From an optimization exercise on the open Yosys and OpenROAD flow, aimed at small area; shortcuts taken in it are not production practice.
Where RTL was checked, it was by simulation tests only, not by an equivalence proof against the original.
The clock port is modelled as an ideal driver; clocking choices that lean on that would not hold on a real chip.
No activity file was given, so power comes from the tool's default toggle rates.

## alpha
## controller
module controller(
    input clk,
    input rst,
    input cash_out_btn,
    input add_btn,
    input gamble_btn,
    input status_btn,
    input buffer_5,
    input buffer_10,
    input buffer_20,
    output wire [3:0] n_cnt,
    output wire [7:0] seg,
    output wire [2:0] red,
    output wire [2:0] green,
    output wire [1:0] blue,
    output wire hsync,
    output wire vsync
    );
Settings: LEC_CHECK=0, CAP_MARGIN=20, CORE_MARGIN=2, CORE_UTILIZATION=40, SLEW_MARGIN=20; clock period 15.0 ns.
standard.sh (not shown) runs the stock make flow with config.mk's settings and CLKGATE_MAP_FILE= SYNTH_SCRIPT=/design/flow/synth_recipe.tcl, a recipe that flattens the netlist after the stock synthesis.
==> flow/flow/run.sh <==
#!/bin/bash
# Layout flow: the standard synthesis, then the combinational logic between
# the (unchanged) registers is re-mapped with an area-oriented ABC script, then
# the standard layout (floorplan to finish) on that netlist.
set -euo pipefail
W=$PWD
R=$W/orfs/results/$FLOW_PLATFORM/controller/base
YOSYS=$(command -v yosys || echo "$FLOW_HOME/../tools/install/yosys/bin/yosys")

bash standard.sh synth > $W/log_1_standard_synth.log 2>&1
cp $R/1_2_yosys.v $W/std_1_2_yosys.v

# 2. re-map the logic between the registers
export RESYN_LIB=$FLOW_HOME/platforms/$FLOW_PLATFORM/lib/sky130_fd_sc_hd__tt_025C_1v80.lib
export RESYN_IN=$W/std_1_2_yosys.v
export RESYN_OUT=$W/resyn_1_2_yosys.v
export RESYN_ABC=$W/flow/resyn.abc
export RESYN_DONT_USE="$(sed -n '/DONT_USE_CELLS +=/,/^$/p' $FLOW_HOME/platforms/$FLOW_PLATFORM/config.mk | grep -o 'sky130_fd_sc_hd__[a-z0-9_]*' | tr '\n' ' ')"
$YOSYS -c $W/flow/resyn.tcl > $W/log_2_resyn.log 2>&1
cp $RESYN_OUT $R/1_2_yosys.v
rm -f $R/1_synth.odb $R/1_synth.sdc

# 3. standard layout from the new netlist
bash standard.sh "CTS_ARGS=-sink_clustering_enable -repair_clock_nets -dont_use_dummy_load" "BUFFER_PORTS_ARGS=-buffer_cell sky130_fd_sc_hd__buf_1" finish > $W/log_3_standard_layout.log 2>&1
Other scripts of this flow, unchanged in this note and not shown: flow/flow/resyn.abc, flow/flow/resyn.tcl
alpha | status: complete | timing, DRC, antenna: pass
Relative to alpha, the following input files were edited for beta:
-- flow/flow/run.sh --
<<< alpha, line 23
# 3. standard layout from the new netlist
bash standard.sh "CTS_ARGS=-sink_clustering_enable -repair_clock_nets -dont_use_dummy_load" "BUFFER_PORTS_ARGS=-buffer_cell sky130_fd_sc_hd__buf_1" finish > $W/log_3_standard_layout.log 2>&1
>>> beta, line 23
# 3. standard layout from the new netlist
bash standard.sh "CTS_ARGS=-sink_clustering_enable -repair_clock_nets -dont_use_dummy_load -buf_list sky130_fd_sc_hd__clkbuf_8" "BUFFER_PORTS_ARGS=-buffer_cell sky130_fd_sc_hd__buf_1" finish > $W/log_3_standard_layout.log 2>&1
Results
- alpha → beta: share of power burned in combinational logic increased 1.3 points, end-of-flow core utilization decreased 1.0 points, post-route worst hold slack increased 0.0080 ns, aggregate routed wire length decreased 160 um.
- On clock network fraction of total power, the lower figure sits with beta, not alpha.
- On combinational cell power, beta and alpha are basically level.
- Worst IR drop on VDD: beta better than alpha
No run of this note included a check of the RTL's function; only the layout flow was run.

---

Another version of the RTL of controller (not shown whole).
Settings: LEC_CHECK=0, CAP_MARGIN=20, CORE_MARGIN=2, CORE_UTILIZATION=70, SLEW_MARGIN=20; clock period 15.0 ns.
==> flow/flow/run.sh <==
#!/bin/bash
# Layout flow: the standard synthesis, then the combinational logic between
# the (unchanged) registers is re-mapped with an area-oriented ABC script (a few
# random seeds, keeping the smallest result), then the standard layout
# (floorplan to finish) on that netlist, with a smaller clock-tree buffer, no
# CTS dummy loads and the smallest buffer on the ports.
set -euo pipefail
W=$PWD
R=$W/orfs/results/$FLOW_PLATFORM/controller/base
YOSYS=$(command -v yosys || echo "$FLOW_HOME/../tools/install/yosys/bin/yosys")

bash standard.sh synth > $W/log_1_standard_synth.log 2>&1
cp $R/1_2_yosys.v $W/std_1_2_yosys.v

# 2. re-map the logic between the registers
export RESYN_LIB=$FLOW_HOME/platforms/$FLOW_PLATFORM/lib/sky130_fd_sc_hd__tt_025C_1v80.lib
export RESYN_IN=$W/std_1_2_yosys.v
export RESYN_DONT_USE="$(sed -n '/DONT_USE_CELLS +=/,/^$/p' $FLOW_HOME/platforms/$FLOW_PLATFORM/config.mk | grep -o 'sky130_fd_sc_hd__[a-z0-9_]*' | tr '\n' ' ')"
# twelve runs in two waves of six: three ABC recipes, several random seeds;
# keep the smallest result
RUNS="a1 a2 a3 b1 b2 b3 a4 a5 b4 c1 c2 c3"
for WAVE in "a1 a2 a3 b1 b2 b3" "a4 a5 b4 c1 c2 c3"; do
  for RS in $WAVE; do
    K=${RS:0:1}; S=${RS:1}
    mkdir -p $W/resyn_$RS
    sed "s/@SEED@/$S/" $W/flow/resyn_$K.abc > $W/resyn_$RS/resyn.abc
    ( cd $W/resyn_$RS && RESYN_ABC=$W/resyn_$RS/resyn.abc RESYN_OUT=$W/resyn_$RS/resyn_1_2_yosys.v \
        timeout 1200 $YOSYS -c $W/flow/resyn.tcl > $W/log_2_resyn_$RS.log 2>&1 ) &
  done
  wait || true
done
BEST=""; BESTA=""
for RS in $RUNS; do
  F=$W/resyn_$RS/resyn_stat_after.txt
  [[ -f $F && -f $W/resyn_$RS/resyn_1_2_yosys.v ]] || continue
  A=$(grep "Chip area" $F | tail -1 | awk '{print $NF}')
  echo "run $RS area $A" >> $W/log_2_resyn_pick.log
  if [[ -z $BEST ]] || awk "BEGIN{exit !($A < $BESTA)}"; then BEST=$RS; BESTA=$A; fi
done
echo "picked run $BEST area $BESTA" >> $W/log_2_resyn_pick.log
cp $W/resyn_$BEST/resyn_1_2_yosys.v $R/1_2_yosys.v
rm -f $R/1_synth.odb $R/1_synth.sdc

# 3. standard layout from the new netlist
bash standard.sh \
  "CTS_ARGS=-sink_clustering_enable -repair_clock_nets -dont_use_dummy_load -buf_list sky130_fd_sc_hd__clkbuf_8" \
  "BUFFER_PORTS_ARGS=-buffer_cell sky130_fd_sc_hd__buf_1" \
  finish > $W/log_3_standard_layout.log 2>&1
Other scripts of this flow, unchanged in this note and not shown: flow/flow/resyn.tcl, flow/flow/resyn_a.abc, flow/flow/resyn_b.abc, flow/flow/resyn_c.abc
The baseline ran to the end with no violations.
==> next run, changes <==
--- a/flow/flow/run.sh
+++ b/flow/flow/run.sh
@@ -5,3 +5,4 @@
 # (floorplan to finish) on that netlist, with a smaller clock-tree buffer, no
-# CTS dummy loads and the smallest buffer on the ports.
+# CTS dummy loads and the smallest buffer on the ports; after CTS, clock
+# buffers are downsized where the clock-pin slew allows.
 set -euo pipefail
@@ -18,6 +19,6 @@
 export RESYN_DONT_USE="$(sed -n '/DONT_USE_CELLS +=/,/^$/p' $FLOW_HOME/platforms/$FLOW_PLATFORM/config.mk | grep -o 'sky130_fd_sc_hd__[a-z0-9_]*' | tr '\n' ' ')"
-# twelve runs in two waves of six: three ABC recipes, several random seeds;
+# eighteen runs in three waves of six: three ABC recipes, several random seeds;
 # keep the smallest result
-RUNS="a1 a2 a3 b1 b2 b3 a4 a5 b4 c1 c2 c3"
-for WAVE in "a1 a2 a3 b1 b2 b3" "a4 a5 b4 c1 c2 c3"; do
+RUNS="a1 a2 a3 b1 b2 b3 a4 a5 b4 c1 c2 c3 a6 a7 b5 b6 b7 c4"
+for WAVE in "a1 a2 a3 b1 b2 b3" "a4 a5 b4 c1 c2 c3" "a6 a7 b5 b6 b7 c4"; do
   for RS in $WAVE; do
@@ -44,3 +45,4 @@
 # 3. standard layout from the new netlist
-bash standard.sh \
+CLKDOWN_LIMIT=0.105 bash standard.sh \
+  "POST_CTS_TCL=$W/flow/clkdown.tcl" \
   "CTS_ARGS=-sink_clustering_enable -repair_clock_nets -dont_use_dummy_load -buf_list sky130_fd_sc_hd__clkbuf_8" \
==> flow/flow/clkdown.tcl (new file) <==
# POST_CTS hook: replace clock-tree buffers sky130_fd_sc_hd__clkbuf_8 by the
# smaller clkbuf_4 where the estimated slew at every pin they drive stays
# at or below CLKDOWN_LIMIT (ns). Smaller cells stay legal in place.
proc clkdown_worst_slew { inst } {
  set worst 0
  foreach opin [get_pins -of_objects [get_cells $inst] -filter "direction == output"] {
    set net [get_nets -of_objects $opin]
    foreach p [get_pins -of_objects $net -filter "direction == input"] {
      set s [get_property $p slew_max]
      if {$s > $worst} { set worst $s }
    }
  }
  return $worst
}
set clkdown_limit 0.100
if {[info exists ::env(CLKDOWN_LIMIT)]} { set clkdown_limit $::env(CLKDOWN_LIMIT) }
estimate_parasitics -placement
set clkdown_n 0
foreach inst [get_cells clkbuf_*] {
  if {[get_property $inst ref_name] ne "sky130_fd_sc_hd__clkbuf_8"} { continue }
  replace_cell $inst sky130_fd_sc_hd__clkbuf_4
  estimate_parasitics -placement
  set s [clkdown_worst_slew $inst]
  if {$s > $clkdown_limit} {
    replace_cell $inst sky130_fd_sc_hd__clkbuf_8
    estimate_parasitics -placement
    puts "clkdown: kept [get_name $inst] (slew $s)"
  } else {
    incr clkdown_n
    puts "clkdown: downsized [get_name $inst] (slew $s)"
  }
}
puts "clkdown: downsized $clkdown_n buffers"
check_placement -verbose
=> The new run went through all stages and came out clean; via count is about the same; worst setup slack is worse by 64 ps; power is lower by 4.8%; final area came out lower by 0.82%.

what the ideal ports hide:
The results above use ideal ports. As a check the final layouts listed here were re-extracted and re-timed, cells and wires unchanged.
Step 1 assumes that a clkbuf_16 drives the clock port and a buf_2 every other input.
Step 2 moves the port delays by t, midway between the first and last clock arrival at a register: inputs arrive t later, outputs are due t later. That takes back most of the time a late clock gives input paths.
Slacks: ideal / step 1 / step 2; pairs: ideal / step 1.
run | t, ns | setup slack, ns | worst hold slack (ns) | worst setup path after step 2 | pins driven straight from the clock port
alpha | 0.456 | 7.322 / 7.322 / 7.322 | 0.384 / 0.384 / 0.384 | register to register | 1
beta | 0.468 | 7.287 / 7.287 / 7.287 | 0.392 / 0.392 / 0.392 | register to register | 1
the first run of note 2 | 0.464 | 6.128 / 6.128 / 6.128 | 0.413 / 0.413 / 0.413 | register to register | 1
the second run of note 2 | 0.448 | 6.064 / 6.064 / 6.064 | 0.412 / 0.412 / 0.412 | register to register | 1
After both steps setup and hold are still met in every run listed.
